Context: an optimization exercise on an open-source flow, tuned for small area. The choices shown serve that exercise and are no tape-out recipe. The RTL was checked by simulation tests, not by an equivalence proof against the original design.

==> flow/design.v <==
`timescale 1 ns / 1 ps
module matching_cost_pc62 (input wire [61:0] x, output wire [5:0] y);
  wire [61:0] xi = ~x;
  wire s1, c2;
  assign s1 = ~(xi[0] ^ xi[10]);
  assign c2 = xi[0] | xi[10];
  wire s3, c4;
  assign {c4, s3} = xi[11] + xi[12] + xi[13];
  wire s5, c6;
  assign {c6, s5} = xi[14] + xi[15] + xi[16];
  wire s7, c8;
  assign {c8, s7} = xi[17] + xi[18] + xi[19];
  wire s9, c10;
  assign {c10, s9} = xi[1] + xi[20] + xi[21];
  wire s11, c12;
  assign {c12, s11} = xi[22] + xi[23] + xi[24];
  wire s13, c14;
  assign {c14, s13} = xi[25] + xi[26] + xi[27];
  wire s15, c16;
  assign {c16, s15} = xi[28] + xi[29] + xi[2];
  wire s17, c18;
  assign {c18, s17} = xi[30] + xi[31] + xi[32];
  wire s19, c20;
  assign {c20, s19} = xi[33] + xi[34] + xi[35];
  wire s21, c22;
  assign {c22, s21} = xi[36] + xi[37] + xi[38];
  wire s23, c24;
  assign {c24, s23} = xi[39] + xi[3] + xi[40];
  wire s25, c26;
  assign {c26, s25} = xi[41] + xi[42] + xi[43];
  wire s27, c28;
  assign {c28, s27} = xi[44] + xi[45] + xi[46];
  wire s29, c30;
  assign {c30, s29} = xi[47] + xi[48] + xi[49];
  wire s31, c32;
  assign {c32, s31} = xi[4] + xi[50] + xi[51];
  wire s33, c34;
  assign {c34, s33} = xi[52] + xi[53] + xi[54];
  wire s35, c36;
  assign {c36, s35} = xi[55] + xi[56] + xi[57];
  wire s37, c38;
  assign {c38, s37} = xi[58] + xi[59] + xi[5];
  wire s39, c40;
  assign {c40, s39} = xi[60] + xi[61] + xi[6];
  wire s41, c42;
  assign {c42, s41} = xi[7] + xi[8] + xi[9];
  wire s43, c44;
  assign {c44, s43} = s1 + s11 + s13;
  wire s45, c46;
  assign {c46, s45} = s15 + s17 + s19;
  wire s47, c48;
  assign {c48, s47} = s21 + s23 + s25;
  wire s49, c50;
  assign {c50, s49} = s27 + s29 + s3;
  wire s51, c52;
  assign {c52, s51} = s31 + s33 + s35;
  wire s53, c54;
  assign {c54, s53} = s37 + s39 + s41;
  wire s55, c56;
  assign {c56, s55} = s5 + s7 + s9;
  wire s57, c58;
  assign {c58, s57} = s43 + s45 + s47;
  wire s59, c60;
  assign {c60, s59} = s49 + s51 + s53;
  wire s61, c62;
  assign {c62, s61} = s55 + s57 + s59;
  wire s63, c64;
  assign {c64, s63} = c2 + c10 + c12;
  wire s65, c66;
  assign {c66, s65} = c14 + c16 + c18;
  wire s67, c68;
  assign {c68, s67} = c20 + c22 + c24;
  wire s69, c70;
  assign {c70, s69} = c26 + c28 + c30;
  wire s71, c72;
  assign {c72, s71} = c32 + c34 + c36;
  wire s73, c74;
  assign {c74, s73} = c38 + c4 + c40;
  wire s75, c76;
  assign {c76, s75} = c42 + c6 + c8;
  wire s77, c78;
  assign {c78, s77} = c44 + c46 + c48;
  wire s79, c80;
  assign {c80, s79} = c50 + c52 + c54;
  wire s81, c82;
  assign {c82, s81} = c56 + s63 + s65;
  wire s83, c84;
  assign {c84, s83} = s67 + s69 + s71;
  wire s85, c86;
  assign {c86, s85} = s73 + s75 + c58;
  wire s87, c88;
  assign {c88, s87} = c60 + s77 + s79;
  wire s89, c90;
  assign {c90, s89} = s81 + s83 + c62;
  wire s91, c92;
  assign {c92, s91} = s85 + s87 + s89;
  wire s93, c94;
  assign {c94, s93} = c64 + c66 + c68;
  wire s95, c96;
  assign {c96, s95} = c70 + c72 + c74;
  wire s97, c98;
  assign {c98, s97} = c76 + c78 + c80;
  wire s99, c100;
  assign {c100, s99} = c82 + c84 + s93;
  wire s101, c102;
  assign {c102, s101} = s95 + c86 + c88;
  wire s103, c104;
  assign {c104, s103} = s97 + s99 + c90;
  wire s105, c106;
  assign {c106, s105} = s101 + c92 + s103;
  wire s107, c108;
  assign {c108, s107} = c94 + c96 + c98;
  wire s109, c110;
  assign {c110, s109} = c100 + c102 + s107;
  wire s111, c112;
  assign {c112, s111} = c104 + s109 + c106;
  wire s113, c114;
  assign {c114, s113} = c108 + c110 + c112;
  assign y = ~{c114, s113, s111, s105, s91, s61};
endmodule
module matching_cost_pc62p (input wire [61:0] x, output wire [5:0] y);
  wire s1, c2;
  assign {c2, s1} = x[0] + x[10];
  wire s3, c4;
  assign {c4, s3} = x[11] + x[12] + x[13];
  wire s5, c6;
  assign {c6, s5} = x[14] + x[15] + x[16];
  wire s7, c8;
  assign {c8, s7} = x[17] + x[18] + x[19];
  wire s9, c10;
  assign {c10, s9} = x[1] + x[20] + x[21];
  wire s11, c12;
  assign {c12, s11} = x[22] + x[23] + x[24];
  wire s13, c14;
  assign {c14, s13} = x[25] + x[26] + x[27];
  wire s15, c16;
  assign {c16, s15} = x[28] + x[29] + x[2];
  wire s17, c18;
  assign {c18, s17} = x[30] + x[31] + x[32];
  wire s19, c20;
  assign {c20, s19} = x[33] + x[34] + x[35];
  wire s21, c22;
  assign {c22, s21} = x[36] + x[37] + x[38];
  wire s23, c24;
  assign {c24, s23} = x[39] + x[3] + x[40];
  wire s25, c26;
  assign {c26, s25} = x[41] + x[42] + x[43];
  wire s27, c28;
  assign {c28, s27} = x[44] + x[45] + x[46];
  wire s29, c30;
  assign {c30, s29} = x[47] + x[48] + x[49];
  wire s31, c32;
  assign {c32, s31} = x[4] + x[50] + x[51];
  wire s33, c34;
  assign {c34, s33} = x[52] + x[53] + x[54];
  wire s35, c36;
  assign {c36, s35} = x[55] + x[56] + x[57];
  wire s37, c38;
  assign {c38, s37} = x[58] + x[59] + x[5];
  wire s39, c40;
  assign {c40, s39} = x[60] + x[61] + x[6];
  wire s41, c42;
  assign {c42, s41} = x[7] + x[8] + x[9];
  wire s43, c44;
  assign {c44, s43} = s1 + s11 + s13;
  wire s45, c46;
  assign {c46, s45} = s15 + s17 + s19;
  wire s47, c48;
  assign {c48, s47} = s21 + s23 + s25;
  wire s49, c50;
  assign {c50, s49} = s27 + s29 + s3;
  wire s51, c52;
  assign {c52, s51} = s31 + s33 + s35;
  wire s53, c54;
  assign {c54, s53} = s37 + s39 + s41;
  wire s55, c56;
  assign {c56, s55} = s5 + s7 + s9;
  wire s57, c58;
  assign {c58, s57} = s43 + s45 + s47;
  wire s59, c60;
  assign {c60, s59} = s49 + s51 + s53;
  wire s61, c62;
  assign {c62, s61} = s55 + s57 + s59;
  wire s63, c64;
  assign {c64, s63} = c2 + c10 + c12;
  wire s65, c66;
  assign {c66, s65} = c14 + c16 + c18;
  wire s67, c68;
  assign {c68, s67} = c20 + c22 + c24;
  wire s69, c70;
  assign {c70, s69} = c26 + c28 + c30;
  wire s71, c72;
  assign {c72, s71} = c32 + c34 + c36;
  wire s73, c74;
  assign {c74, s73} = c38 + c4 + c40;
  wire s75, c76;
  assign {c76, s75} = c42 + c6 + c8;
  wire s77, c78;
  assign {c78, s77} = c44 + c46 + c48;
  wire s79, c80;
  assign {c80, s79} = c50 + c52 + c54;
  wire s81, c82;
  assign {c82, s81} = c56 + s63 + s65;
  wire s83, c84;
  assign {c84, s83} = s67 + s69 + s71;
  wire s85, c86;
  assign {c86, s85} = s73 + s75 + c58;
  wire s87, c88;
  assign {c88, s87} = c60 + s77 + s79;
  wire s89, c90;
  assign {c90, s89} = s81 + s83 + c62;
  wire s91, c92;
  assign {c92, s91} = s85 + s87 + s89;
  wire s93, c94;
  assign {c94, s93} = c64 + c66 + c68;
  wire s95, c96;
  assign {c96, s95} = c70 + c72 + c74;
  wire s97, c98;
  assign {c98, s97} = c76 + c78 + c80;
  wire s99, c100;
  assign {c100, s99} = c82 + c84 + s93;
  wire s101, c102;
  assign {c102, s101} = s95 + c86 + c88;
  wire s103, c104;
  assign {c104, s103} = s97 + s99 + c90;
  wire s105, c106;
  assign {c106, s105} = s101 + c92 + s103;
  wire s107, c108;
  assign {c108, s107} = c94 + c96 + c98;
  wire s109, c110;
  assign {c110, s109} = c100 + c102 + s107;
  wire s111, c112;
  assign {c112, s111} = c104 + s109 + c106;
  wire s113, c114;
  assign {c114, s113} = c108 + c110 + c112;
  assign y = {c114, s113, s111, s105, s91, s61};
endmodule
module matching_cost
#(
	parameter  MAXDISPARITY = 64 ,
	parameter  MATCHINGCOSTBITWID = 6 ,
	parameter  INPUTDATAWID = 63,
	parameter  OUTPUTDATAWID = 385
  )
(
	input wire                      clk ,
	input wire                      en ,
	input wire[INPUTDATAWID-1:0]    leftCTstream ,
	input wire[INPUTDATAWID-1:0]    rightCTstream ,
	output wire[OUTPUTDATAWID-1:0]  MatchingCost ,
	input  wire                     rst_n
);
reg [61:0] r [0:62];       
reg [62:0] l [0:6];        
reg [6:0]  cnt;              
integer i;
always @(posedge clk)
if (en) begin
	r[0] <= rightCTstream[61:0];
	for (i = 1; i < 63; i = i + 1)
		r[i] <= r[i-1];
	l[0] <= leftCTstream;
	for (i = 1; i < 7; i = i + 1)
		l[i] <= l[i-1];
end
always @(posedge clk)
if (!rst_n)
	cnt <= 7'd0;
else if (en && cnt != 7'd71)
	cnt <= cnt + 7'd1;
wire        lvalid = (cnt >= 7'd7);      
wire [5:0]  pcl;
matching_cost_pc62p u_pcl (.x(l[6][61:0]), .y(pcl));
reg [OUTPUTDATAWID-1:0] out;     
reg [5:0]  pcl0;                 
always @(posedge clk)
if (en) begin
	out[OUTPUTDATAWID-1] <= lvalid & l[6][62];
	pcl0 <= lvalid ? pcl : 6'd0;
end
assign MatchingCost[OUTPUTDATAWID-1] = out[OUTPUTDATAWID-1];
genvar g;
generate
for (g = 0; g < MAXDISPARITY; g = g + 1) begin : sel
	assign MatchingCost[6*g+5:6*g] = (cnt >= 8+g) ? out[6*g+5:6*g] : pcl0;
end
endgenerate
wire [5:0] pc0;
matching_cost_pc62 u_pc0 (.x(l[6][61:0] ^ r[6]), .y(pc0));
always @(posedge clk)
if (en)
	out[5:0] <= pc0;
wire [5:0] pc1;
matching_cost_pc62 u_pc1 (.x(l[6][61:0] ^ r[7]), .y(pc1));
always @(posedge clk)
if (en)
	out[11:6] <= pc1;
wire [5:0] pc2;
matching_cost_pc62 u_pc2 (.x(l[6][61:0] ^ r[8]), .y(pc2));
always @(posedge clk)
if (en)
	out[17:12] <= pc2;
wire [5:0] pc3;
matching_cost_pc62 u_pc3 (.x(l[6][61:0] ^ r[9]), .y(pc3));
always @(posedge clk)
if (en)
	out[23:18] <= pc3;
wire [5:0] pc4;
matching_cost_pc62 u_pc4 (.x(l[6][61:0] ^ r[10]), .y(pc4));
always @(posedge clk)
if (en)
	out[29:24] <= pc4;
wire [5:0] pc5;
matching_cost_pc62 u_pc5 (.x(l[6][61:0] ^ r[11]), .y(pc5));
always @(posedge clk)
if (en)
	out[35:30] <= pc5;
wire [5:0] pc6;
matching_cost_pc62 u_pc6 (.x(l[6][61:0] ^ r[12]), .y(pc6));
always @(posedge clk)
if (en)
	out[41:36] <= pc6;
wire [5:0] pc7;
matching_cost_pc62 u_pc7 (.x(l[6][61:0] ^ r[13]), .y(pc7));
always @(posedge clk)
if (en)
	out[47:42] <= pc7;
wire [5:0] pc8;
matching_cost_pc62 u_pc8 (.x(l[6][61:0] ^ r[14]), .y(pc8));
always @(posedge clk)
if (en)
	out[53:48] <= pc8;
wire [5:0] pc9;
matching_cost_pc62 u_pc9 (.x(l[6][61:0] ^ r[15]), .y(pc9));
always @(posedge clk)
if (en)
	out[59:54] <= pc9;
wire [5:0] pc10;
matching_cost_pc62 u_pc10 (.x(l[6][61:0] ^ r[16]), .y(pc10));
always @(posedge clk)
if (en)
	out[65:60] <= pc10;
wire [5:0] pc11;
matching_cost_pc62 u_pc11 (.x(l[6][61:0] ^ r[17]), .y(pc11));
always @(posedge clk)
if (en)
	out[71:66] <= pc11;
wire [5:0] pc12;
matching_cost_pc62 u_pc12 (.x(l[6][61:0] ^ r[18]), .y(pc12));
always @(posedge clk)
if (en)
	out[77:72] <= pc12;
wire [5:0] pc13;
matching_cost_pc62 u_pc13 (.x(l[6][61:0] ^ r[19]), .y(pc13));
always @(posedge clk)
if (en)
	out[83:78] <= pc13;
wire [5:0] pc14;
matching_cost_pc62 u_pc14 (.x(l[6][61:0] ^ r[20]), .y(pc14));
always @(posedge clk)
if (en)
	out[89:84] <= pc14;
wire [5:0] pc15;
matching_cost_pc62 u_pc15 (.x(l[6][61:0] ^ r[21]), .y(pc15));
always @(posedge clk)
if (en)
	out[95:90] <= pc15;
wire [5:0] pc16;
matching_cost_pc62 u_pc16 (.x(l[6][61:0] ^ r[22]), .y(pc16));
always @(posedge clk)
if (en)
	out[101:96] <= pc16;
wire [5:0] pc17;
matching_cost_pc62 u_pc17 (.x(l[6][61:0] ^ r[23]), .y(pc17));
always @(posedge clk)
if (en)
	out[107:102] <= pc17;
wire [5:0] pc18;
matching_cost_pc62 u_pc18 (.x(l[6][61:0] ^ r[24]), .y(pc18));
always @(posedge clk)
if (en)
	out[113:108] <= pc18;
wire [5:0] pc19;
matching_cost_pc62 u_pc19 (.x(l[6][61:0] ^ r[25]), .y(pc19));
always @(posedge clk)
if (en)
	out[119:114] <= pc19;
wire [5:0] pc20;
matching_cost_pc62 u_pc20 (.x(l[6][61:0] ^ r[26]), .y(pc20));
always @(posedge clk)
if (en)
	out[125:120] <= pc20;
wire [5:0] pc21;
matching_cost_pc62 u_pc21 (.x(l[6][61:0] ^ r[27]), .y(pc21));
always @(posedge clk)
if (en)
	out[131:126] <= pc21;
wire [5:0] pc22;
matching_cost_pc62 u_pc22 (.x(l[6][61:0] ^ r[28]), .y(pc22));
always @(posedge clk)
if (en)
	out[137:132] <= pc22;
wire [5:0] pc23;
matching_cost_pc62 u_pc23 (.x(l[6][61:0] ^ r[29]), .y(pc23));
always @(posedge clk)
if (en)
	out[143:138] <= pc23;
wire [5:0] pc24;
matching_cost_pc62 u_pc24 (.x(l[6][61:0] ^ r[30]), .y(pc24));
always @(posedge clk)
if (en)
	out[149:144] <= pc24;
wire [5:0] pc25;
matching_cost_pc62 u_pc25 (.x(l[6][61:0] ^ r[31]), .y(pc25));
always @(posedge clk)
if (en)
	out[155:150] <= pc25;
wire [5:0] pc26;
matching_cost_pc62 u_pc26 (.x(l[6][61:0] ^ r[32]), .y(pc26));
always @(posedge clk)
if (en)
	out[161:156] <= pc26;
wire [5:0] pc27;
matching_cost_pc62 u_pc27 (.x(l[6][61:0] ^ r[33]), .y(pc27));
always @(posedge clk)
if (en)
	out[167:162] <= pc27;
wire [5:0] pc28;
matching_cost_pc62 u_pc28 (.x(l[6][61:0] ^ r[34]), .y(pc28));
always @(posedge clk)
if (en)
	out[173:168] <= pc28;
wire [5:0] pc29;
matching_cost_pc62 u_pc29 (.x(l[6][61:0] ^ r[35]), .y(pc29));
always @(posedge clk)
if (en)
	out[179:174] <= pc29;
wire [5:0] pc30;
matching_cost_pc62 u_pc30 (.x(l[6][61:0] ^ r[36]), .y(pc30));
always @(posedge clk)
if (en)
	out[185:180] <= pc30;
wire [5:0] pc31;
matching_cost_pc62 u_pc31 (.x(l[6][61:0] ^ r[37]), .y(pc31));
always @(posedge clk)
if (en)
	out[191:186] <= pc31;
wire [5:0] pc32;
matching_cost_pc62 u_pc32 (.x(l[6][61:0] ^ r[38]), .y(pc32));
always @(posedge clk)
if (en)
	out[197:192] <= pc32;
wire [5:0] pc33;
matching_cost_pc62 u_pc33 (.x(l[6][61:0] ^ r[39]), .y(pc33));
always @(posedge clk)
if (en)
	out[203:198] <= pc33;
wire [5:0] pc34;
matching_cost_pc62 u_pc34 (.x(l[6][61:0] ^ r[40]), .y(pc34));
always @(posedge clk)
if (en)
	out[209:204] <= pc34;
wire [5:0] pc35;
matching_cost_pc62 u_pc35 (.x(l[6][61:0] ^ r[41]), .y(pc35));
always @(posedge clk)
if (en)
	out[215:210] <= pc35;
wire [5:0] pc36;
matching_cost_pc62 u_pc36 (.x(l[6][61:0] ^ r[42]), .y(pc36));
always @(posedge clk)
if (en)
	out[221:216] <= pc36;
wire [5:0] pc37;
matching_cost_pc62 u_pc37 (.x(l[6][61:0] ^ r[43]), .y(pc37));
always @(posedge clk)
if (en)
	out[227:222] <= pc37;
wire [5:0] pc38;
matching_cost_pc62 u_pc38 (.x(l[6][61:0] ^ r[44]), .y(pc38));
always @(posedge clk)
if (en)
	out[233:228] <= pc38;
wire [5:0] pc39;
matching_cost_pc62 u_pc39 (.x(l[6][61:0] ^ r[45]), .y(pc39));
always @(posedge clk)
if (en)
	out[239:234] <= pc39;
wire [5:0] pc40;
matching_cost_pc62 u_pc40 (.x(l[6][61:0] ^ r[46]), .y(pc40));
always @(posedge clk)
if (en)
	out[245:240] <= pc40;
wire [5:0] pc41;
matching_cost_pc62 u_pc41 (.x(l[6][61:0] ^ r[47]), .y(pc41));
always @(posedge clk)
if (en)
	out[251:246] <= pc41;
wire [5:0] pc42;
matching_cost_pc62 u_pc42 (.x(l[6][61:0] ^ r[48]), .y(pc42));
always @(posedge clk)
if (en)
	out[257:252] <= pc42;
wire [5:0] pc43;
matching_cost_pc62 u_pc43 (.x(l[6][61:0] ^ r[49]), .y(pc43));
always @(posedge clk)
if (en)
	out[263:258] <= pc43;
wire [5:0] pc44;
matching_cost_pc62 u_pc44 (.x(l[6][61:0] ^ r[50]), .y(pc44));
always @(posedge clk)
if (en)
	out[269:264] <= pc44;
wire [5:0] pc45;
matching_cost_pc62 u_pc45 (.x(l[6][61:0] ^ r[51]), .y(pc45));
always @(posedge clk)
if (en)
	out[275:270] <= pc45;
wire [5:0] pc46;
matching_cost_pc62 u_pc46 (.x(l[6][61:0] ^ r[52]), .y(pc46));
always @(posedge clk)
if (en)
	out[281:276] <= pc46;
wire [5:0] pc47;
matching_cost_pc62 u_pc47 (.x(l[6][61:0] ^ r[53]), .y(pc47));
always @(posedge clk)
if (en)
	out[287:282] <= pc47;
wire [5:0] pc48;
matching_cost_pc62 u_pc48 (.x(l[6][61:0] ^ r[54]), .y(pc48));
always @(posedge clk)
if (en)
	out[293:288] <= pc48;
wire [5:0] pc49;
matching_cost_pc62 u_pc49 (.x(l[6][61:0] ^ r[55]), .y(pc49));
always @(posedge clk)
if (en)
	out[299:294] <= pc49;
wire [5:0] pc50;
matching_cost_pc62 u_pc50 (.x(l[6][61:0] ^ r[56]), .y(pc50));
always @(posedge clk)
if (en)
	out[305:300] <= pc50;
wire [5:0] pc51;
matching_cost_pc62 u_pc51 (.x(l[6][61:0] ^ r[57]), .y(pc51));
always @(posedge clk)
if (en)
	out[311:306] <= pc51;
wire [5:0] pc52;
matching_cost_pc62 u_pc52 (.x(l[6][61:0] ^ r[58]), .y(pc52));
always @(posedge clk)
if (en)
	out[317:312] <= pc52;
wire [5:0] pc53;
matching_cost_pc62 u_pc53 (.x(l[6][61:0] ^ r[59]), .y(pc53));
always @(posedge clk)
if (en)
	out[323:318] <= pc53;
wire [5:0] pc54;
matching_cost_pc62 u_pc54 (.x(l[6][61:0] ^ r[60]), .y(pc54));
always @(posedge clk)
if (en)
	out[329:324] <= pc54;
wire [5:0] pc55;
matching_cost_pc62 u_pc55 (.x(l[6][61:0] ^ r[61]), .y(pc55));
always @(posedge clk)
if (en)
	out[335:330] <= pc55;
wire [5:0] pc56;
matching_cost_pc62 u_pc56 (.x(l[6][61:0] ^ r[62]), .y(pc56));
always @(posedge clk)
if (en)
	out[341:336] <= pc56;
wire [5:0] pc57;
matching_cost_pc62 u_pc57 (.x(l[5][61:0] ^ r[62]), .y(pc57));
reg [5:0] res57 [0:0];
always @(posedge clk)
if (en) begin
	res57[0] <= pc57;
end
always @(posedge clk)
if (en)
	out[347:342] <= res57[0];
wire [5:0] pc58;
matching_cost_pc62 u_pc58 (.x(l[4][61:0] ^ r[62]), .y(pc58));
reg [5:0] res58 [0:1];
always @(posedge clk)
if (en) begin
	res58[0] <= pc58;
	res58[1] <= res58[0];
end
always @(posedge clk)
if (en)
	out[353:348] <= res58[1];
wire [5:0] pc59;
matching_cost_pc62 u_pc59 (.x(l[3][61:0] ^ r[62]), .y(pc59));
reg [5:0] res59 [0:2];
always @(posedge clk)
if (en) begin
	res59[0] <= pc59;
	res59[1] <= res59[0];
	res59[2] <= res59[1];
end
always @(posedge clk)
if (en)
	out[359:354] <= res59[2];
wire [5:0] pc60;
matching_cost_pc62 u_pc60 (.x(l[2][61:0] ^ r[62]), .y(pc60));
reg [5:0] res60 [0:3];
always @(posedge clk)
if (en) begin
	res60[0] <= pc60;
	res60[1] <= res60[0];
	res60[2] <= res60[1];
	res60[3] <= res60[2];
end
always @(posedge clk)
if (en)
	out[365:360] <= res60[3];
wire [5:0] pc61;
matching_cost_pc62 u_pc61 (.x(l[1][61:0] ^ r[62]), .y(pc61));
reg [5:0] res61 [0:4];
always @(posedge clk)
if (en) begin
	res61[0] <= pc61;
	res61[1] <= res61[0];
	res61[2] <= res61[1];
	res61[3] <= res61[2];
	res61[4] <= res61[3];
end
always @(posedge clk)
if (en)
	out[371:366] <= res61[4];
wire [5:0] pc62;
matching_cost_pc62 u_pc62 (.x(l[0][61:0] ^ r[62]), .y(pc62));
reg [5:0] res62 [0:5];
always @(posedge clk)
if (en) begin
	res62[0] <= pc62;
	res62[1] <= res62[0];
	res62[2] <= res62[1];
	res62[3] <= res62[2];
	res62[4] <= res62[3];
	res62[5] <= res62[4];
end
always @(posedge clk)
if (en)
	out[377:372] <= res62[5];
wire [5:0] pc63;
matching_cost_pc62 u_pc63 (.x(leftCTstream[61:0] ^ r[62]), .y(pc63));
reg [5:0] res63 [0:6];
always @(posedge clk)
if (en) begin
	res63[0] <= pc63;
	res63[1] <= res63[0];
	res63[2] <= res63[1];
	res63[3] <= res63[2];
	res63[4] <= res63[3];
	res63[5] <= res63[4];
	res63[6] <= res63[5];
end
always @(posedge clk)
if (en)
	out[383:378] <= res63[6];
endmodule
==> flow/run.sh <==
#!/bin/bash
# synth_recipe.tcl (not shown) runs the flow's synth.tcl, then flattens the netlist and writes it again
# the make line also repeats each setting of config.mk as NAME=value (left out here)
make -C /OpenROAD-flow-scripts/flow DESIGN_CONFIG=/design/flow/config.mk WORK_HOME=/design/flow/orfs CLKGATE_MAP_FILE= SYNTH_SCRIPT=/design/flow/synth_recipe.tcl finish
==> flow/constraint.sdc <==
create_clock -name core_clock -period 6.67 [get_ports {clk}]
set_input_delay 1.3340 -clock core_clock [delete_from_list [all_inputs] [get_ports {clk}]]
set_output_delay 1.3340 -clock core_clock [all_outputs]
set_load 0.01 [all_outputs]
==> flow/config.mk <==
export PLATFORM = sky130hd
export DESIGN_NAME = matching_cost
export DESIGN_NICKNAME = matching_cost
export VERILOG_FILES = /design/flow/design.v
export SDC_FILE = /design/flow/constraint.sdc
export NUM_CORES = 8
export LEC_CHECK = 0
export CAP_MARGIN = 20
export CORE_MARGIN = 2
export CORE_UTILIZATION = 40
export SLEW_MARGIN = 20
==> flow_results.org, run 1 <==
** Global routing
- The layer flagged by global routing as most heavily used is met2.
- The first global-routing pass estimated 1150 mm of wire.
- Entering global routing, the biggest net connects 196 pins.
- Met1 track demand over resource in global routing :: 0.368
- Met3 track utilization from global routing :: 0.0614
- The initial antenna violation count was 73.
- Number of global-route vias before repair :: 133000
- Final global-route overflow total :: 0
- Total GRT Usage :: 0.255
- In the global route stage, met2 resource usage came out at 0.379.

** Floorplan
- After floorplanning, the core was sized to cover 0.659 mm2.
- In this run the horizontal extent of the chip is 817 um.
- Area enclosed by the die boundary :: 0.668 mm2
- For this configuration, the core starts out at a cell density of 0.402.
- The die is 817 um tall.
- Number of placed I/O pins :: 514
- Total number of placement rows :: 298

** Clocking
- Clock root buffer :: clkbuf_16
- TritonCTS clock tree :: built
- Clock-pin slew was measured on the worst setup and hold paths at 0.06 ns.
- Hold repair after CTS inserted 0 buffers.
- At the later pin of the worst-skew pair, clock insertion delay measures 1.11 ns.
- Number of levels in the clock H-tree :: 6
- Counting along the longest clock path gives a buffer depth of 4.
- Number of buffers created by CTS :: 547
- The tree built by TritonCTS fans out to 4913 sinks.

** Cells and area
- At the end of the flow, the number of nets in the layout was 18700.
- At the end of the flow the core is filled with cells to 0.459.
- Footprint of the flip-flops and latches :: 0.147 mm2
- The layout has 55800 filler cells.
- The top cell types in the final layout, fill and taps aside, are edfxtp_1, xor2_1, fa_1.
- Area growth from synthesis to final layout :: 14.4%
- Share of post-route cells with drive strength above 1 :: 0.108
- The library cell used most frequently in the layout, excluding fill and tap cells, is edfxtp_1.
- Area occupied by multi-input gates :: 0.114 mm2
- The count of cells in the finished layout, fillers not included, comes to 24100.

** Timing
- Endpoints failing hold :: 0
- Setup violations, final :: 0
- Transition time at the pin with the least slew margin :: 1.24 ns
- Of the available clock period, the critical path in the final layout requires 0.989.
- Upper clock frequency limit :: 0.152 GHz
- Setup repair after global routing left no endpoint under its margin.
- Clock period minus final worst setup slack :: 6.60 ns
- In the final timing run, aggregate negative setup slack is 0 ns.
- Final max-slew violation count :: 0
- Between clock sinks in the finished design, the worst skew comes to 0.0713 ns.
- The worst pin sits at a relative slew slack of 0.175.

** Placement
- Including well taps, the total number of placed cells is 23100.
- Number of port buffers :: 512
- HPWL after detailed placement :: 674 mm
- Placer's final routability congestion estimate :: 0.945

** Run
- Max-cap violations :: 0

** Run status
- The run finished with no timing, DRC or antenna violations.

** Setup path
- Critical path type :: reg -> out
- Along the worst path, the maximum fanout reaches 19.
- Required time at the worst-slack endpoint :: 5.34 ns
- Endpoint kind of the worst setup timing path :: output port
- CP startpoint kind :: flop
- Data on the critical path arrives at its endpoint at 5.26 ns.

** Routing
- The first TritonRoute pass finished after 5 iterations.
- Summed over all layers, the routed wires come to 852 mm.
- Routed via count divided by cell count :: 5.29
- The count of nets left with antenna violations once routing finished came out at 0.
- Average wire per standard cell :: 35.3 um
- DRC :: 0
- The routed layout has 128000 vias.
- In this run, the number of DRC markers left after iteration 0 of detailed routing was 16000.

** Synthesis
- Synth area leaders :: edfxtp_1, fa_1, xor2_1, mux2_2, xnor2_1
- Synthesized netlist net count :: 17800
- The synthesized netlist contains 63 unique library cells.
- Number of warnings issued by yosys :: 19
- For this run, asynchronously set or reset flops after synthesis account for 0.
- Of the total synthesized cell area, the portion taken by AND, OR, NAND and NOR gates is 0.00216.
- Of the post-synthesis cell area, the dominant cell type holds 0.557.
- Of the total synthesized cell area, the portion taken by full adders, half adders and majority gates is 0.279.
- The area fraction in compound gates after synthesis was 0.00374.
- Number of enable flip-flop cells after synthesis :: 4906
- After synthesis, the mean cell area works out to 18.9 um2.
- For this run, the leading register cell type out of synthesis is edfxtp_1.
- Cell type with the largest total area after synthesis :: edfxtp_1
- Share of the synthesized netlist area taken by xor and xnor gates :: 0.131
- Portion of netlist area occupied by mux cells :: 0.0151
- Cell Area, Synth :: 0.265 mm2
- Counting flops and latches in the post-synthesis netlist gives 4913.
- Synthesized instance count :: 14000
- Combinational family with the most area after synthesis :: adder cells
- Of the synthesized area, sequential elements account for 0.557.

** Worst hold path
- Hold/Removal Path Class :: reg -> reg
==> sequential cells by signal, summed over array words and instances, names as in the netlist <==
name	flops
res61	30
pcl0	6
res60	24
res63	42
r	3906
res62	36
res59	18
res57	6
cnt	7
out	385
res58	12
l	441
==> layout make-up <==
class / instances / area share
diodes: 60 / 0.000496
multi-input cells: 8264 / 0.377
well taps: 8700 / 0.0360
flip-flops and latches: 4913 / 0.487
clock inverters: 341 / 0.0128
clock buffers: 645 / 0.0470
inverters: 213 / 0.00264
repair buffers: 968 / 0.0369
==> kinds of logic after synthesis <==
logic type,Yosys count
flip-flops,4913
XOR/XNOR,3968
adder cells (fa/ha/maj),3708
buffers and inverters,791
multiplexers,356
AO/OA/AOI/OAI,118
AND/OR/NAND/NOR,114
==> metrics by stage <==
| stage | hold WS (ns) | setup WS [ns] | cell area [um2] |
|---|---|---|---|
| 2_1_floorplan | 0.400 | 0.634 | 265000 |
| 3_3_place_gp | 0.400 | -0.0884 | 284000 |
| 3_5_place_dp | 0.405 | -0.152 | 284000 |
| 4_1_cts | 0.399 | 0.0796 | 303000 |
| 5_1_grt | 0.417 | 0.0836 | 303000 |
| 6_report | 0.405 | 0.0719 | 303000 |
==> critical path: stages (launching register included) <==
cell and delay [ns]:
dfxtp_2 0.73, inv_1 0.49, ha_1 0.42, or3_1 0.74, a31oi_2 0.76, mux2_2 0.52, clkdlybuf4s50_1 0.52
==> per-layer routing <==
layer	vias up	part of all wire
li1	49600	-
met1	70300	0.42
met2	6493	0.44
met3	1120	0.094
met4	16	0.046
met5	-	0.00013
==> path summary, 6_finish.rpt <==
kind,from,to,slack (ns),cells past startpoint
max,cnt[1],MatchingCost[323],0.07,6
min,res57[0][0],out[342],0.40,0
max reg2reg,l[6][41],out[76],0.46,12
min reg2reg,res57[0][0],out[342],0.40,0
==> cells in the mapped netlist, types with 3 or more instances <==
master and instances:
a31oi_2 6, inv_1 213, or3_1 5, o211ai_1 24
nand2_1 71, a21oi_2 5, dfxtp_1 7, a21oi_1 13
clkbuf_1 261, ha_1 68, edfxtp_1 4906, buf_1 196
buf_2 112, fa_1 3640, a21o_1 9, buf_4 7
nor2_1 4, nand3_1 8, o21ai_0 4, xor2_1 3800
mux2_2 354, o21ai_1 13, o31a_1 3, xnor2_1 168
or2_2 3, o311ai_0 6, nor3_1 4, o21ai_2 4
a211o_1 3, a21boi_0 6, a31oi_1 3
==> what timing repair did <==
item	in CTS	in global routing
setup buffers	1	0
resized for setup	2	0
setup endpoints to repair	13	0
==> run 2, diff against run 1 <==
--- a/flow/design.v
+++ b/flow/design.v
@@ -280,8 +280,18 @@
 end
 assign MatchingCost[OUTPUTDATAWID-1] = out[OUTPUTDATAWID-1];
+wire [8:0] hi_gt, hi_eq;
+wire [7:0] lo_ge;
 genvar g;
 generate
+for (g = 0; g < 9; g = g + 1) begin : pre_hi
+	assign hi_gt[g] = (cnt[6:3] > g);
+	assign hi_eq[g] = (cnt[6:3] == g);
+end
+for (g = 0; g < 8; g = g + 1) begin : pre_lo
+	assign lo_ge[g] = (cnt[2:0] >= g);
+end
 for (g = 0; g < MAXDISPARITY; g = g + 1) begin : sel
-	assign MatchingCost[6*g+5:6*g] = (cnt >= 8+g) ? out[6*g+5:6*g] : pcl0;
+	wire valid = hi_gt[(8+g)/8] | (hi_eq[(8+g)/8] & lo_ge[(8+g)%8]);
+	assign MatchingCost[6*g+5:6*g] = valid ? out[6*g+5:6*g] : pcl0;
 end
 endgenerate
==> flow/flow/run.sh (new file) <==
#!/bin/bash
# Own layout flow: the standard flow (standard.sh: synthesis, floorplan,
# placement, CTS, routing, finish) with two changes:
#  - the ports are buffered with sky130_fd_sc_hd__buf_1 (one buffer per port, as
#    in the standard flow) instead of the cell buffer_ports picks by default;
#  - CTS runs with the arguments below (sink clustering settings).
# Every tool's output goes to its own log under orfs/logs/ (ORFS's per-step logs);
# make's own output goes to make.log in the work folder.
set -euo pipefail
export BUFFER_PORTS_ARGS="-buffer_cell sky130_fd_sc_hd__buf_1"
bash standard.sh > make.log 2>&1
==> flow/standard.sh (new file) <==
#!/bin/bash
# synth_recipe.tcl (not shown) runs the flow's synth.tcl, then flattens the netlist and writes it again
# the make line also repeats each setting of config.mk as NAME=value (left out here)
make -C /OpenROAD-flow-scripts/flow DESIGN_CONFIG=/design/flow/config.mk WORK_HOME=/design/flow/orfs CLKGATE_MAP_FILE= SYNTH_SCRIPT=/design/flow/synth_recipe.tcl "${@:-finish}"
--- a/flow/config.mk
+++ b/flow/config.mk
@@ -9,3 +9,5 @@
 export CORE_MARGIN = 2
 export CORE_UTILIZATION = 40
+export CTS_CLUSTER_DIAMETER = 80
+export CTS_CLUSTER_SIZE = 25
 export SLEW_MARGIN = 20
removed: flow/run.sh
==> run 2 against run 1 <==
- via count shrank 3.3%
- die area is essentially flat
- design area shrank 3.6%
- count of clock-buffer cells in the layout shrank 315
- maximum frequency grew 4.6%
- critical path type is now reg -> reg
- hold slack gained 0.0063 ns
- register-to-register slack lost 0.099 ns
- first-iteration DRC count shrank 13%
==> flow_results.org, run 2 <==
** Run status
- Run status :: finished clean (unchanged)

** Synthesis
- The Yosys warning count was 19 (unchanged).
- Share of synthesized area occupied by flip-flops and latches :: 0.557 (about the same)
- The area share of the largest cell type after synthesis came to 0.556 (was 0.557).
- Synthesized netlist net count :: 17800 (about the same)
- The library cell with the highest instance count after synthesis is edfxtp_1 (unchanged).
- Most instantiated flip-flop cell in the synthesis netlist :: edfxtp_1 (unchanged)
- Most common library cells after synthesis: edfxtp_1, xor2_1, fa_1 (unchanged).
- Synth async-reset ratio :: 0 (unchanged)
- Synthesized instance count :: 13900 (was 14000)
- The flop and latch count out of synthesis is 4913 (unchanged).
- Number of enable flip-flop cells after synthesis :: 4906 (unchanged)
- The number of distinct library cell variants in the gate-level netlist after synthesis was 58 (was 63).
- Average instance area after synthesis :: 19.0 um2 (was 18.9 um2)
- The largest area contributor in the netlist is edfxtp_1 (unchanged).
- Cell Area, Synth :: 0.265 mm2 (about the same)
- Synth area leaders :: edfxtp_1, fa_1, xor2_1, mux2_2, xnor2_1 (unchanged)

** Clocking
- CTS Sinks :: 4913 (unchanged)
- Number of instances resized during post-cts repair :: 0 (was 2)
- Clock root buffer :: clkbuf_16 (unchanged)
- Maximum count of clock buffers along a single path :: 4 (unchanged)
- The CTS tree is built (unchanged).
- The buffer count from post-CTS setup fixing came to 0 (was 1).
- The number of H-tree levels was 5 (was 6).
- The clock-pin slew reported for the worst setup and hold paths after clock tree synthesis was 0.09 ns (was 0.06 ns).
- The insertion delay to the later sink of the worst-skew pair is 1.04 ns (was 1.11 ns).
- Count of hold buffers inserted by post-cts repair :: 0 (unchanged)
- The total clock buffers created by CTS was 318 (was 547).

** Placement
- The number of port buffers is 512 (unchanged).
- HPWL after detailed placement :: 624 mm (was 674 mm)
- Placer's final routability congestion estimate :: 0.923 (was 0.945)

** Routing
- The initial detailed-routing violation count came to 14000 (was 16000).
- Post-DRT Antenna Nets :: 0 (unchanged)
- Routed via count divided by cell count :: 5.24 (was 5.29)
- Detailed Routing Iterations Pass 1 :: 6 (was 5)
- DRC :: 0 (unchanged)
- Wirelength, routed :: 807 mm (was 852 mm)
- The mean routed wirelength per cell is 34.3 um (was 35.3 um).
- Overall via count from detail_route :: 123000 (was 128000)

** Timing
- Setup TNS :: 0 ns (unchanged)
- Final Cycle Share :: 0.946 (was 0.989)
- The maximum operating frequency was 0.159 GHz (was 0.152 GHz).
- Worst max-slew margin expressed relative to the limit :: 0.207 (was 0.175)
- The number of hold violations in the final report is 0 (unchanged).
- The final number of max-transition violations was 0 (unchanged).
- Transition time at the pin with the least slew margin :: 1.19 ns (was 1.24 ns)
- Unrepaired setup endpoints after global routing :: no (unchanged)
- The setup skew after layout is 0.0615 ns (was 0.0713 ns).
- Setup violations, final :: 0 (unchanged)
- The final hold slack came to 0.411 ns (was 0.405 ns).
- Clock period minus final worst setup slack :: 6.31 ns (was 6.60 ns)

** Setup path
- Endpoint kind of the worst setup timing path :: flop (was output port)
- The highest cell delay on the worst timing path was 0.92 ns (was 0.76 ns).
- CP startpoint kind :: flop (unchanged)
- Cell at the slowest stage of the critical path :: edfxtp_1 (was a31oi_2)
- Highest fanout seen on the critical path :: 12 (was 19)
- The worst path required time was 7.40 ns (was 5.34 ns).
- The critical path class is reg -> reg (was reg -> out).
- Among the stages of the critical path, the cell type that occurs most often is fa_1.
- Crit path arrival time :: 7.04 ns (was 5.26 ns)
- Slack of the worst reg-to-reg path :: 0.36 ns (was 0.46 ns)
- List of cells traversed by the critical path :: buf_4 > xor2_1 > fa_1 > fa_1 > fa_1 > fa_1 > fa_1 > fa_1 > fa_1 > fa_1 > fa_1 (was inv_1 > ha_1 > or3_1 > a31oi_2 > mux2_2 > clkdlybuf4s50_1)

** Cells and area
- Reg with most FFs :: r (unchanged)
- Most frequent cells in the layout: edfxtp_1, xor2_1, fa_1 (unchanged).
- Share of post-route cells with drive strength above 1 :: 0.0928 (was 0.108)
- The number of filler cells placed in the layout was 57000 (was 55800).
- The most common library cell in the layout ignoring fill and taps is edfxtp_1 (unchanged).
- The signed area change from the synthesized netlist to the final layout is 10.1% (was 14.4%).
- The post-layout net count came to 18400 (was 18700).
- Registers with the most flip-flops :: r x3906, l x441, out x385 (unchanged)
- Number of flip-flops in the largest register :: 3906 (unchanged)

** Global routing
- Final global-route overflow total :: 0 (unchanged)
- The via count of the first global-routing pass is 130000 (was 133000).
- Met3 track utilization from global routing :: 0.0455 (was 0.0614)
- Global routing usage on met2 :: 0.374 (was 0.379)
- Busiest grt layer :: met2 (unchanged)
- The global routing met1 resource utilization came to 0.347 (was 0.368).
- The first-pass GRT wire length came to 1100 mm (was 1150 mm).
- The initial antenna violation count came to 43 (was 73).
- Total GRT Usage :: 0.242 (was 0.255)
- The pin count of the biggest net entering global routing came to 211 (was 196).

** Floorplan
- Area enclosed by the die boundary :: 0.669 mm2 (was 0.668 mm2)
- The count of standard-cell rows was 298 (unchanged).
- The I/O pin total is 514 (unchanged).
- Die outline width :: 818 um (was 817 um)
- The chip height came to 818 um (was 817 um).
- The starting density of the core is 0.402 (about the same).
- Total core area :: 0.659 mm2 (about the same)

** Worst hold path
- Hold/Removal Path Class :: reg -> reg (unchanged)

** Run
- The number of maximum-capacitance constraint violations was 0 (unchanged).
-- run 2: changes by cell type in the layout (fill, tap and decap cells not counted), moves of 75 or more --
| cell | previous run | this run |
|---|---|---|
| clkbuf_16 | 555 | 321 |
| clkdlybuf4s50_1 | 511 | 0 |
| xor2_1 | 3800 | 3707 |
| buf_1 | 0 | 511 |
| clkinv_1 | 99 | 13 |
| xnor2_1 | 168 | 262 |
| clkinv_2 | 85 | 10 |
| clkbuf_1 | 90 | 9 |
-- run 2: final timing paths --
check                    from           to  cells after the start
setup / recovery     l[6][37]     out[268]                     11
hold / removal    res61[2][4]  res61[3][4]                      0
setup reg to reg     l[6][37]     out[268]                     11
hold reg to reg   res61[2][4]  res61[3][4]                      0
-- run 2: area by class of cell --
class	instances	area [um2]	share of cell area
clock buffers	330	8070	0.0277
clock inverters	229	3120	0.0107
multi-input cells	8203	114000	0.391
diodes	15	37.5	0.000129
well taps	8700	10900	0.0373
inverters	245	920	0.00315
repair buffers	903	7120	0.0244
flip-flops and latches	4913	147000	0.506
-- run 2: logic make-up (layout without fill, tap and decap cells) --
family	count (synthesis)	after routing	synth area share
muxes	380	380	0.0166
adders and majority gates	3709	3709	0.278
and+or+nand+nor	71	71	0.00164
AOI/OAI and AO/OA	74	74	0.00270
other	0	15	0
DFF	4913	4913	0.557
buffers and inverters	812	1707	0.0127
xor gates and xnor gates	3969	3969	0.131
-- run 2: worst max-delay path: cells and delay by family, from the launching register on --
family,cells,cell delay (ns)
adder cells (fa/ha/maj),9,4.41
flip-flops,1,0.92
buffers and inverters,1,0.44
XOR/XNOR,1,0.22
-- run 2: routing by layer --
layer  vias up  routed length [um]
met5         -                  95
met4        14               32000
met3       891               64100
met2      5360              369000
met1     68600              342000
li1      48500                   -
-- run 2: stage by stage --
stage / setup slack [ns] / std cells / utilization / instance area (um2)
final: 0.361 / 23500 / 0.442 / 292000
after global placement: 0.285 / 23000 / 0.425 / 280000
after floorplan: 0.653 / 13900 / - / 265000
after global routing: 0.190 / 23500 / 0.442 / 292000
after detailed placement: 0.234 / 23000 / 0.425 / 280000
after CTS: 0.385 / 23500 / 0.442 / 292000
==> run 3, diff against run 2 <==
--- a/flow/flow/run.sh
+++ b/flow/flow/run.sh
@@ -9,3 +9,4 @@
 set -euo pipefail
 export BUFFER_PORTS_ARGS="-buffer_cell sky130_fd_sc_hd__buf_1"
+export CTS_ARGS="-sink_clustering_enable -repair_clock_nets -sink_clustering_size 25 -sink_clustering_max_diameter 80 -dont_use_dummy_load"
 bash standard.sh > make.log 2>&1
==> run 3 against run 2 <==
- synthesized cell count unchanged
- clock skew increased by 0.061 ns
- critical path type unchanged
- first-iteration DRC count decreased by 0.85%
- wire length decreased by 0.14%
- hold slack got worse by 0.047 ns
- largest cell class unchanged
- sequential cell count unchanged
- the layout now fails its checks (antenna rules)
- register-to-register slack improved by 0.04 ns
==> flow_results.org, run 3 <==
** Run status
- Run status :: complete, but fails checks (was finished clean)
- The layout checks failed on antenna rules.

** Global routing
- Initial antenna violation count :: 45 (was 43)
- The global routing met1 resource utilization was 0.348 (was 0.347).
- The remaining global-route overflow is 0 (unchanged).
- The all-layer global routing usage is 0.241 (was 0.242).
- Maximum number of pins on one net before global-route repair :: 211 (unchanged)
- Met3 track utilization from global routing :: 0.0439 (was 0.0455)
- The first-pass GRT wire length was 1100 mm (about the same).
- The via count of the first global-routing pass is 130000 (about the same).
- Global routing usage on met2 :: 0.374 (about the same)
- Busiest grt layer :: met2 (unchanged)

** Floorplan
- The count of standard-cell rows is 298 (unchanged).
- Die Height :: 818 um (unchanged)
- Number of placed I/O pins :: 514 (unchanged)
- The starting density of the core came to 0.402 (unchanged).
- Die outline width :: 818 um (unchanged)
- The placeable core region is 0.659 mm2 (unchanged).
- The die outline area came to 0.669 mm2 (unchanged).

** Timing
- Transition time at the pin with the least slew margin :: 1.14 ns (was 1.19 ns)
- The final number of max-transition violations was 0 (unchanged).
- The final worst slack came to 0.402 ns (was 0.361 ns).
- The headroom to the max-slew limit came to 0.239 (was 0.207).
- The number of endpoints failing setup at the final stage was 0 (unchanged).
- Upper clock frequency limit :: 0.160 GHz (was 0.159 GHz)
- Clock period minus final worst setup slack :: 6.27 ns (was 6.31 ns)
- Unrepaired setup endpoints after global routing: no (unchanged).
- Endpoints failing hold :: 0 (unchanged)
- The share of the clock period used by the worst path was 0.940 (was 0.946).
- Setup TNS :: 0 ns (unchanged)
- Post-Route Skew :: 0.123 ns (was 0.0615 ns)

** Placement
- Placer's final routability congestion estimate :: 0.923 (unchanged)
- Number of port buffers :: 512 (unchanged)
- The placed cell area was 0.280 mm2 (unchanged).
- Placement Setup Slack :: 0.234 ns (unchanged)
- The detailed placement HPWL is 624 mm (unchanged).

** Cells and area
- Footprint of the flip-flops and latches :: 0.147 mm2 (unchanged)
- The number of filler cells placed in the layout was 57300 (was 57000).
- The most common library cell in the layout ignoring fill and taps was edfxtp_1 (unchanged).
- Most frequent cells in the layout: edfxtp_1, xor2_1, fa_1 (unchanged).
- Number of nets in the layout :: 18400 (unchanged)
- The fraction of layout cells with a size suffix above 1 is 0.0793 (was 0.0928).
- Final instance area :: 0.288 mm2 (was 0.292 mm2)
- The register name with the most flops is r (unchanged).
- Area occupied by multi-input gates :: 0.114 mm2 (unchanged)
- The utilization after layout came to 0.438 (was 0.442).
- Registers with the most flip-flops :: r x3906, l x441, out x385 (unchanged)
- Number of flip-flops in the largest register :: 3906 (unchanged)
- The signed area change from the synthesized netlist to the final layout was 8.92% (was 10.1%).

** Clocking
- The number of H-tree levels is 5 (unchanged).
- Post-CTS setup buffer count :: 0 (unchanged)
- Number of instances resized during post-cts repair :: 0 (unchanged)
- The maximum root-to-sink buffer count is 4 (unchanged).
- CTS Sinks :: 4913 (unchanged)
- Number of buffers created by CTS :: 318 (unchanged)
- Count of hold buffers inserted by post-cts repair :: 0 (unchanged)
- The insertion delay to the later sink of the worst-skew pair came to 1.02 ns (was 1.04 ns).
- The clock root buffer is clkbuf_16 (unchanged).
- Clock transition at the registers of the reported paths :: 0.09 ns (about the same)
- TritonCTS clock tree :: built (unchanged)

** Synthesis
- Most instantiated flip-flop cell in the synthesis netlist :: edfxtp_1 (unchanged)
- The number of enable flip-flop cells after synthesis is 4906 (unchanged).
- The register area share after synthesis is 0.557 (unchanged).
- Synth async-reset ratio :: 0 (unchanged)
- Synth area leaders :: edfxtp_1, fa_1, xor2_1, mux2_2, xnor2_1 (unchanged)
- Area share of the leading cell type in the synthesized netlist :: 0.556 (unchanged)
- Cell type with the largest total area after synthesis :: edfxtp_1 (unchanged)
- The synthesized area divided by synthesized cell count came to 19.0 um2 (unchanged).
- The combined area of all synthesized cells came to 0.265 mm2 (unchanged).
- Number of warnings issued by yosys :: 19 (unchanged)
- Most common library cells after synthesis: edfxtp_1, xor2_1, fa_1 (unchanged).
- The library cell with the highest instance count after synthesis is edfxtp_1 (unchanged).
- The net count after synthesis is 17800 (unchanged).
- The number of standard cells after synthesis came to 13900 (unchanged).
- The flop and latch count out of synthesis was 4913 (unchanged).
- The number of distinct library cell variants in the gate-level netlist after synthesis was 58 (unchanged).

** Setup path
- The critical path class is reg -> reg (unchanged).
- The worst path required time came to 7.38 ns (was 7.40 ns).
- The arrival time at the worst endpoint is 6.98 ns (was 7.04 ns).
- CP startpoint kind :: flop (unchanged)
- The peak fanout along the critical path came to 12 (unchanged).
- Endpoint kind of the worst setup timing path :: flop (unchanged)

** Routing
- Overall via count from detail_route :: 123000 (about the same)
- Post-DRT Antenna Nets :: 1 (was 0)
- The mean routed wirelength per cell came to 34.6 um (was 34.3 um).
- Routed via count divided by cell count :: 5.26 (was 5.24)
- The initial detailed-routing violation count came to 13900 (was 14000).
- Wirelength, routed :: 806 mm (was 807 mm)
- The first-pass iteration count of the detailed router was 5 (was 6).
- The DRC violations left came to 0 (unchanged).

** Worst hold path
- The class of the most critical hold timing path is reg -> reg (unchanged).

** Run
- The number of maximum-capacitance constraint violations is 0 (unchanged).
==> run 3: logic make-up after synthesis <==
family | count (synthesis) | share of synthesized area
AOI/OAI and AO/OA | 74 | 0.00270
xor gates and xnor gates | 3969 | 0.131
buffers and inverters | 812 | 0.0127
and+or+nand+nor | 71 | 0.00164
adders and majority gates | 3709 | 0.278
DFF | 4913 | 0.557
muxes | 380 | 0.0166
==> run 3: metal layers <==
metal,share of wire,routed length (um)
met4,0.040,32100
met5,0.00011,92
met2,0.46,369000
met3,0.080,64800
met1,0.42,340000
==> run 3: final timing paths <==
kind                             startpoint          end  slack (ns)  cells after the start
worst max-delay path               l[6][37]     out[268]        0.40                     11
worst min-delay path            res60[1][1]  res60[2][1]        0.36                      0
worst max register to register     l[6][37]     out[268]        0.40                     11
worst min register to register  res60[1][1]  res60[2][1]        0.36                      0
==> run 3: worst max-delay path, cell delays in order (launching register included) <==
cell	delay, ns
edfxtp_1	0.92
buf_4	0.45
xor2_1	0.22
fa_1	0.50
fa_1	0.51
fa_1	0.56
fa_1	0.41
fa_1	0.43
fa_1	0.50
fa_1	0.47
fa_1	0.46
fa_1	0.56
==> run 3: per-stage QoR <==
| step | hold WS, ns | cells |
|---|---|---|
| 4_1_cts | 0.372 | 23300 |
| 6_report | 0.364 | 23300 |
| 2_1_floorplan | 0.400 | 13900 |
| 3_3_place_gp | 0.400 | 23000 |
| 5_1_grt | 0.366 | 23300 |
| 3_5_place_dp | 0.405 | 23000 |
==> run 3: cell type report <==
class / count / share of cell area
timing repair buffer: 903 / 0.0247
tap: 8700 / 0.0377
multi-input combinational: 8203 / 0.395
antenna: 27 / 0.000234
inverter: 245 / 0.00319
sequential: 4913 / 0.511
clock buffer: 318 / 0.0276
==> run 4, diff against run 3 <==
--- a/flow/flow/run.sh
+++ b/flow/flow/run.sh
@@ -10,3 +10,4 @@
 export BUFFER_PORTS_ARGS="-buffer_cell sky130_fd_sc_hd__buf_1"
 export CTS_ARGS="-sink_clustering_enable -repair_clock_nets -sink_clustering_size 25 -sink_clustering_max_diameter 80 -dont_use_dummy_load"
+export MAX_REPAIR_ANTENNAS_ITER_DRT=12
 bash standard.sh > make.log 2>&1
==> run 4 against run 3 <==
- the run now finishes clean
- synthesized cell count unchanged
- first-iteration DRC count unchanged
- global-route usage unchanged
- largest cell class unchanged
- cell count about the same
- utilization about the same
- count of clock-buffer cells in the layout unchanged
- synthesized area unchanged
- wire length about the same
- maximum frequency about the same
- hold slack unchanged
- clock skew about the same
==> flow_results.org, run 4 <==
** Run status
- Run status: finished clean (was complete, but fails checks).

** Setup path
- Top cell by count, worst path :: fa_1 (unchanged)
- CP startpoint kind :: flop (unchanged)
- Critical path type :: reg -> reg (unchanged)
- Crit path arrival time :: 6.98 ns (about the same)
- Highest fanout seen on the critical path :: 12 (unchanged)
- The cell with the biggest individual delay on the critical path is edfxtp_1 (unchanged).
- The kind of end point of the critical path is a flop (unchanged).
- The origin of the critical flop-to-flop path is l[6][37] (unchanged).
- Number of buffer and inverter instances along the worst setup path :: 1 (unchanged)
- The launching instance or port of the critical path is l[6][37] (unchanged).
- The cell family contributing the most delay on the critical path is adder cells (unchanged).
- List of cells traversed by the critical path: buf_4 > xor2_1 > fa_1 > fa_1 > fa_1 > fa_1 > fa_1 > fa_1 > fa_1 > fa_1 > fa_1 (unchanged).
- Max incr delay on CP :: 0.92 ns (about the same)
- The worst path required time is 7.38 ns (about the same).

** Routing
- WL met1 :: 340 mm (about the same)
- Met2 Wirelength :: 369 mm (about the same)
- Post-DRT Antenna Nets :: 0 (was 1)
- Detailed Routing Iterations Pass 1 :: 5 (unchanged)
- The mean routed wirelength per cell was 34.6 um (about the same).
- The wire length after detailed routing is 806 mm (about the same).
- The initial detailed-routing violation count was 13900 (unchanged).
- Routed via count divided by cell count :: 5.26 (about the same)
- Metal3 WL :: 64.9 mm (was 64.8 mm)
- The vias after detailed routing was 123000 (about the same).
- The DRC violations left is 0 (unchanged).
- The top metal layer carrying routed signals is met5 (unchanged).

** Global routing
- Maximum number of pins on one net before global-route repair :: 211 (unchanged)
- Total GRT Usage :: 0.241 (unchanged)
- Initial antenna violation count :: 45 (unchanged)
- The first-pass GRT wire length was 1100 mm (unchanged).
- The via count of the first global-routing pass was 130000 (unchanged).
- The remaining global-route overflow was 0 (unchanged).

** Synthesis
- Most common library cells after synthesis: edfxtp_1, xor2_1, fa_1 (unchanged).
- Area share of the leading cell type in the synthesized netlist :: 0.556 (unchanged)
- The synthesized area divided by synthesized cell count is 19.0 um2 (unchanged).
- Most instantiated flip-flop cell in the synthesis netlist :: edfxtp_1 (unchanged)
- Post-synth cell types :: 58 (unchanged)
- Synth area leaders: edfxtp_1, fa_1, xor2_1, mux2_2, xnor2_1 (unchanged).
- Synth async-reset ratio :: 0 (unchanged)
- The largest area contributor in the netlist is edfxtp_1 (unchanged).
- The combined area of all synthesized cells was 0.265 mm2 (unchanged).
- The number of enable flip-flop cells after synthesis came to 4906 (unchanged).
- The Yosys warning count is 19 (unchanged).
- The net count after synthesis is 17800 (unchanged).
- The register area share after synthesis came to 0.557 (unchanged).
- The library cell with the highest instance count after synthesis is edfxtp_1 (unchanged).
- The flop and latch count out of synthesis is 4913 (unchanged).
- Synthesized instance count :: 13900 (unchanged)

** Clocking
- The quantity of gates resized following cts is 0 (unchanged).
- Number of buffers created by CTS :: 318 (unchanged)
- Clock transition at the registers of the reported paths :: 0.09 ns (about the same)
- The CTS tree is built (unchanged).
- Count of hold buffers inserted by post-cts repair :: 0 (unchanged)
- The insertion delay to the later sink of the worst-skew pair is 1.02 ns (about the same).
- Post-CTS setup buffer count :: 0 (unchanged)
- Maximum count of clock buffers along a single path :: 4 (unchanged)
- Number of levels in the clock H-tree :: 5 (unchanged)
- The clock root buffer is clkbuf_16 (unchanged).
- The number of sinks handled by clock tree synthesis was 4913 (unchanged).

** Timing
- The maximum operating frequency is 0.160 GHz (about the same).
- Setup TNS :: 0 ns (unchanged)
- The time the final worst path needs with I/O delays and setup was 6.27 ns (about the same).
- Final max-slew violation count :: 0 (unchanged)
- Unrepaired setup endpoints after global routing :: no (unchanged)
- Final Cycle Share :: 0.940 (about the same)
- The number of hold violations in the final report is 0 (unchanged).
- The transition time at the pin with the least slew margin came to 1.14 ns (unchanged).
- PnR worst setup slack :: 0.402 ns (about the same)
- Worst max-slew margin expressed relative to the limit :: 0.239 (unchanged)
- The final hold slack came to 0.364 ns (unchanged).
- The number of endpoints failing setup at the final stage is 0 (unchanged).
- The setup skew after layout came to 0.123 ns (about the same).

** Cells and area
- Final instance area :: 0.288 mm2 (about the same)
- The register name with the most flops is r (unchanged).
- The most common library cell in the layout ignoring fill and taps is edfxtp_1 (unchanged).
- Final std cells w/o fill :: 23300 (about the same)
- Area growth from synthesis to final layout :: 8.92% (about the same)
- Registers with the most flip-flops :: r x3906, l x441, out x385 (unchanged)
- The number of flip-flops under the largest register name is 3906 (unchanged).
- Most frequent cells in the layout: edfxtp_1, xor2_1, fa_1 (unchanged).
- Number of filler cells placed in the layout :: 57300 (unchanged)
- Number of nets in the layout :: 18400 (unchanged)
- The fraction of layout cells with a size suffix above 1 is 0.0793 (unchanged).
- End-of-flow core utilization :: 0.438 (about the same)

** Placement
- The weighted congestion at the end of routability-driven global placement was 0.923 (unchanged).
- The cell count after placement is 23000 (unchanged).
- Number of port buffers :: 512 (unchanged)
- HPWL after detailed placement :: 624 mm (unchanged)
- Placement Setup Slack :: 0.234 ns (unchanged)
- Instance area at placement :: 0.280 mm2 (unchanged)

** Worst hold path
- Hold/Removal Path Class :: reg -> reg (unchanged)
- The hold path startpoint was res60[1][1] (unchanged).

** Floorplan
- Area enclosed by the die boundary :: 0.669 mm2 (unchanged)
- Total core area :: 0.659 mm2 (unchanged)
- The horizontal extent of the die is 818 um (unchanged).
- The I/O pin total came to 514 (unchanged).
- The starting density of the core is 0.402 (unchanged).
- The count of standard-cell rows was 298 (unchanged).
- Die Height :: 818 um (unchanged)

** Run
- The number of maximum-capacitance constraint violations came to 0 (unchanged).
run 4: changes by cell type in the layout (fill, tap and decap cells not counted):
cell / previous run / this run
diode_2: 27 / 28
run 4: cells by family (layout without fill, tap and decap cells):
logic type / after synthesis / after routing / synth area share
AO/OA/AOI/OAI: 74 / 74 / 0.00270
other: 0 / 28 / 0
adder cells (fa/ha/maj): 3709 / 3709 / 0.278
multiplexers: 380 / 380 / 0.0166
AND/OR/NAND/NOR: 71 / 71 / 0.00164
buffers and inverters: 812 / 1466 / 0.0127
flip-flops: 4913 / 4913 / 0.557
XOR/XNOR: 3969 / 3969 / 0.131
run 4: cell type report:
class | instances | area [um2] | area share
clock buffers | 318 | 7960 | 0.0276
flip-flops and latches | 4913 | 147000 | 0.511
multi-input cells | 8203 | 114000 | 0.395
inverters | 245 | 920 | 0.00319
repair buffers | 903 | 7120 | 0.0247
well taps | 8700 | 10900 | 0.0377
diodes | 28 | 70.1 | 0.000243
run 4: path summary, 6_finish.rpt:
| path | endpoint | slack (ns) | cells past startpoint |
|---|---|---|---|
| setup / recovery | out[268] | 0.40 | 11 |
| hold reg to reg | res60[2][1] | 0.36 | 0 |
| hold / removal | res60[2][1] | 0.36 | 0 |
| setup reg to reg | out[268] | 0.40 | 11 |
run 4: layer usage:
layer | up-vias | GRT usage
li1 | 48200 | -
met1 | 68200 | 0.348
met2 | 5258 | 0.374
met3 | 875 | 0.0439
met4 | 14 | 0.0788
met5 | - | 0
==> run 5, diff against run 4 <==
--- a/flow/config.mk
+++ b/flow/config.mk
@@ -8,6 +8,5 @@
 export CAP_MARGIN = 20
 export CORE_MARGIN = 2
-export CORE_UTILIZATION = 40
-export CTS_CLUSTER_DIAMETER = 80
-export CTS_CLUSTER_SIZE = 25
+export CORE_UTILIZATION = 70
+export PLACE_DENSITY = 0.8
 export SLEW_MARGIN = 20
==> run 5 against run 4 <==
- setup slack worse by 0.24 ns
- maximum frequency down 3.7%
- register-to-register slack worse by 0.24 ns
- design area down 2.6%
- critical endpoint is now out[100]
- critical path type unchanged
==> flow_results.org, run 5 <==
** Floorplan
- The placeable core region was 0.376 mm2 (was 0.659 mm2).
- The horizontal extent of the die is 619 um (was 818 um).
- Die Height :: 619 um (was 818 um)
- The die outline area came to 0.383 mm2 (was 0.669 mm2).

** Setup path
- The arrival time at the worst endpoint was 7.24 ns (was 6.98 ns).
- Slack of the worst reg-to-reg path :: 0.16 ns (was 0.40 ns)
- R2R cell count :: 11 (unchanged)
- Endpoint kind of the worst setup timing path :: flop (unchanged)
- The highest cell delay on the worst timing path was 1.14 ns (was 0.92 ns).
- Number of buffer and inverter instances along the worst setup path :: 1 (unchanged)

** Routing
- The first-pass iteration count of the detailed router came to 7 (was 5).
- The mean routed wirelength per cell is 38.6 um (was 34.6 um).

** Synthesis
- Cell type with the largest total area after synthesis :: edfxtp_1 (unchanged)
- The register area share after synthesis came to 0.557 (unchanged).
- The number of standard cells after synthesis came to 13900 (unchanged).
- The fraction of registers with async set/reset was 0 (unchanged).
- Post-synth cell types :: 58 (unchanged)
- Cell Area, Synth :: 0.265 mm2 (unchanged)
- Area share of the leading cell type in the synthesized netlist :: 0.556 (unchanged)
- The primary flip-flop cell chosen by synthesis mapping is edfxtp_1 (unchanged).
- Number of warnings issued by yosys :: 19 (unchanged)
- The synthesized area divided by synthesized cell count is 19.0 um2 (unchanged).
- Most instantiated library cell after synthesis :: edfxtp_1 (unchanged)

** Timing
- The maximum operating frequency is 0.154 GHz (was 0.160 GHz).
- Unrepaired setup endpoints after global routing :: no (unchanged)
- Setup violations, final :: 0 (unchanged)
- Final Cycle Share :: 0.976 (was 0.940)
- Clock period minus final worst setup slack :: 6.51 ns (was 6.27 ns)
- The transition time at the pin with the least slew margin was 1.25 ns (was 1.14 ns).
- Final max-slew violation count :: 0 (unchanged)

** Cells and area
- Share of post-route cells with drive strength above 1 :: 0.0696 (was 0.0793)
- The number of filler cells placed in the layout was 21300 (was 57300).
- The most common library cell in the layout ignoring fill and taps is edfxtp_1 (unchanged).
- The register name with the most flops is r (unchanged).

** Clocking
- The number of H-tree levels is 4 (was 5).
- The CTS tree was built (unchanged).
- The quantity of gates resized following cts is 0 (unchanged).
- The number of sinks handled by clock tree synthesis is 4913 (unchanged).

** Worst hold path
- The class of the most critical hold timing path is reg -> reg (unchanged).

** Global routing
- The pin count of the biggest net entering global routing was 173 (was 211).

** Run status
- Run status: finished clean (unchanged).

** Run
- Max-cap violations :: 0 (unchanged)

** Placement
- HPWL after detailed placement :: 573 mm (was 624 mm)
[run 5: cell type report]
cell class	count	area, um2	share of cell area
Timing Repair Buffer	839	6370	0.0227
Antenna cell	17	42.5	0.000151
Multi-Input combinational cell	8203	114000	0.406
Inverter	245	920	0.00327
Clock buffer	234	5860	0.0208
Sequential cell	4913	147000	0.525
Tap cell	4994	6250	0.0222
[run 5: through the flow]
step                hold slack [ns]  instance area, um2  setup WS (ns)   util  cells
floorplan                     0.400              265000          0.653      -  13900
global route                  0.401              281000         0.0378  0.747  19400
finish                        0.392              281000          0.162  0.747  19400
global placement              0.400              275000          0.160  0.731  19200
CTS                           0.390              281000          0.193  0.747  19400
detailed placement            0.405              275000          0.162  0.731  19200
[run 5: worst min path at each step]
stage,startpoint,end,slack (ns),cells past startpoint
finish,r[3][11],r[4][11],0.39,0
global route,r[3][11],r[4][11],0.40,0
CTS,r[3][11],r[4][11],0.39,0
detailed placement,l[4][62],l[5][62],0.40,0
global placement,r[3][27],r[4][27],0.40,0
floorplan,l[0][62],l[1][62],0.40,0
[run 5: kinds of logic (layout without fill, tap and decap cells)]
logic type / Yosys count / in the layout / synth area share
compound gates: 74 / 74 / 0.00270
xor+xnor: 3969 / 3969 / 0.131
simple gates: 71 / 71 / 0.00164
buf+inv: 812 / 1318 / 0.0127
mux: 380 / 380 / 0.0166
other cells: 0 / 17 / 0
fa+ha+maj: 3709 / 3709 / 0.278
flops: 4913 / 4913 / 0.557
[run 5: metal layers]
metal	GRT usage	up-vias	part of all wire
met5	0.00227	-	0.00028
met4	0.217	16	0.067
met3	0.118	1615	0.13
met2	0.577	9599	0.44
met1	0.579	69300	0.36
li1	-	47800	-

## what the ideal ports hide
The flow's constraints put no driver on any port. The routed layouts listed below were extracted and timed again, unchanged, in two steps. Step 1 assumes that a clkbuf_16 drives the clock port and a buf_2 every other input. Step 2 moves the port delays by t, midway between the first and last clock arrival at a register: inputs arrive t later, outputs are due t later. That takes back most of the time a late clock gives input paths. Slacks: ideal ports / drivers / drivers and shift; pairs: ideal ports / drivers.
run	t (ns)	slack for setup (ns)	worst hold slack (ns)	latest minus earliest clock arrival (ns)	cell pins on the clock port's net
run 1	1.223	0.072 / -0.078 / -0.118	0.405 / 0.405 / 0.405	0.077 / 0.078	1
run 2	1.151	0.361 / 0.361 / 0.219	0.411 / 0.367 / 0.411	0.081 / 0.081	1
run 3	1.115	0.402 / 0.402 / 0.252	0.364 / 0.364 / 0.364	0.155 / 0.155	1
run 4	1.115	0.402 / 0.402 / 0.252	0.364 / 0.364 / 0.364	0.155 / 0.155	1
run 5	1.071	0.162 / 0.162 / 0.162	0.392 / 0.355 / 0.392	0.192 / 0.191	1
Met with ideal ports but missed after step 2: setup timing in run 1. The setup slack of run 1, which loses most, moves by -0.150 ns with the drivers and by -0.190 ns with both steps.
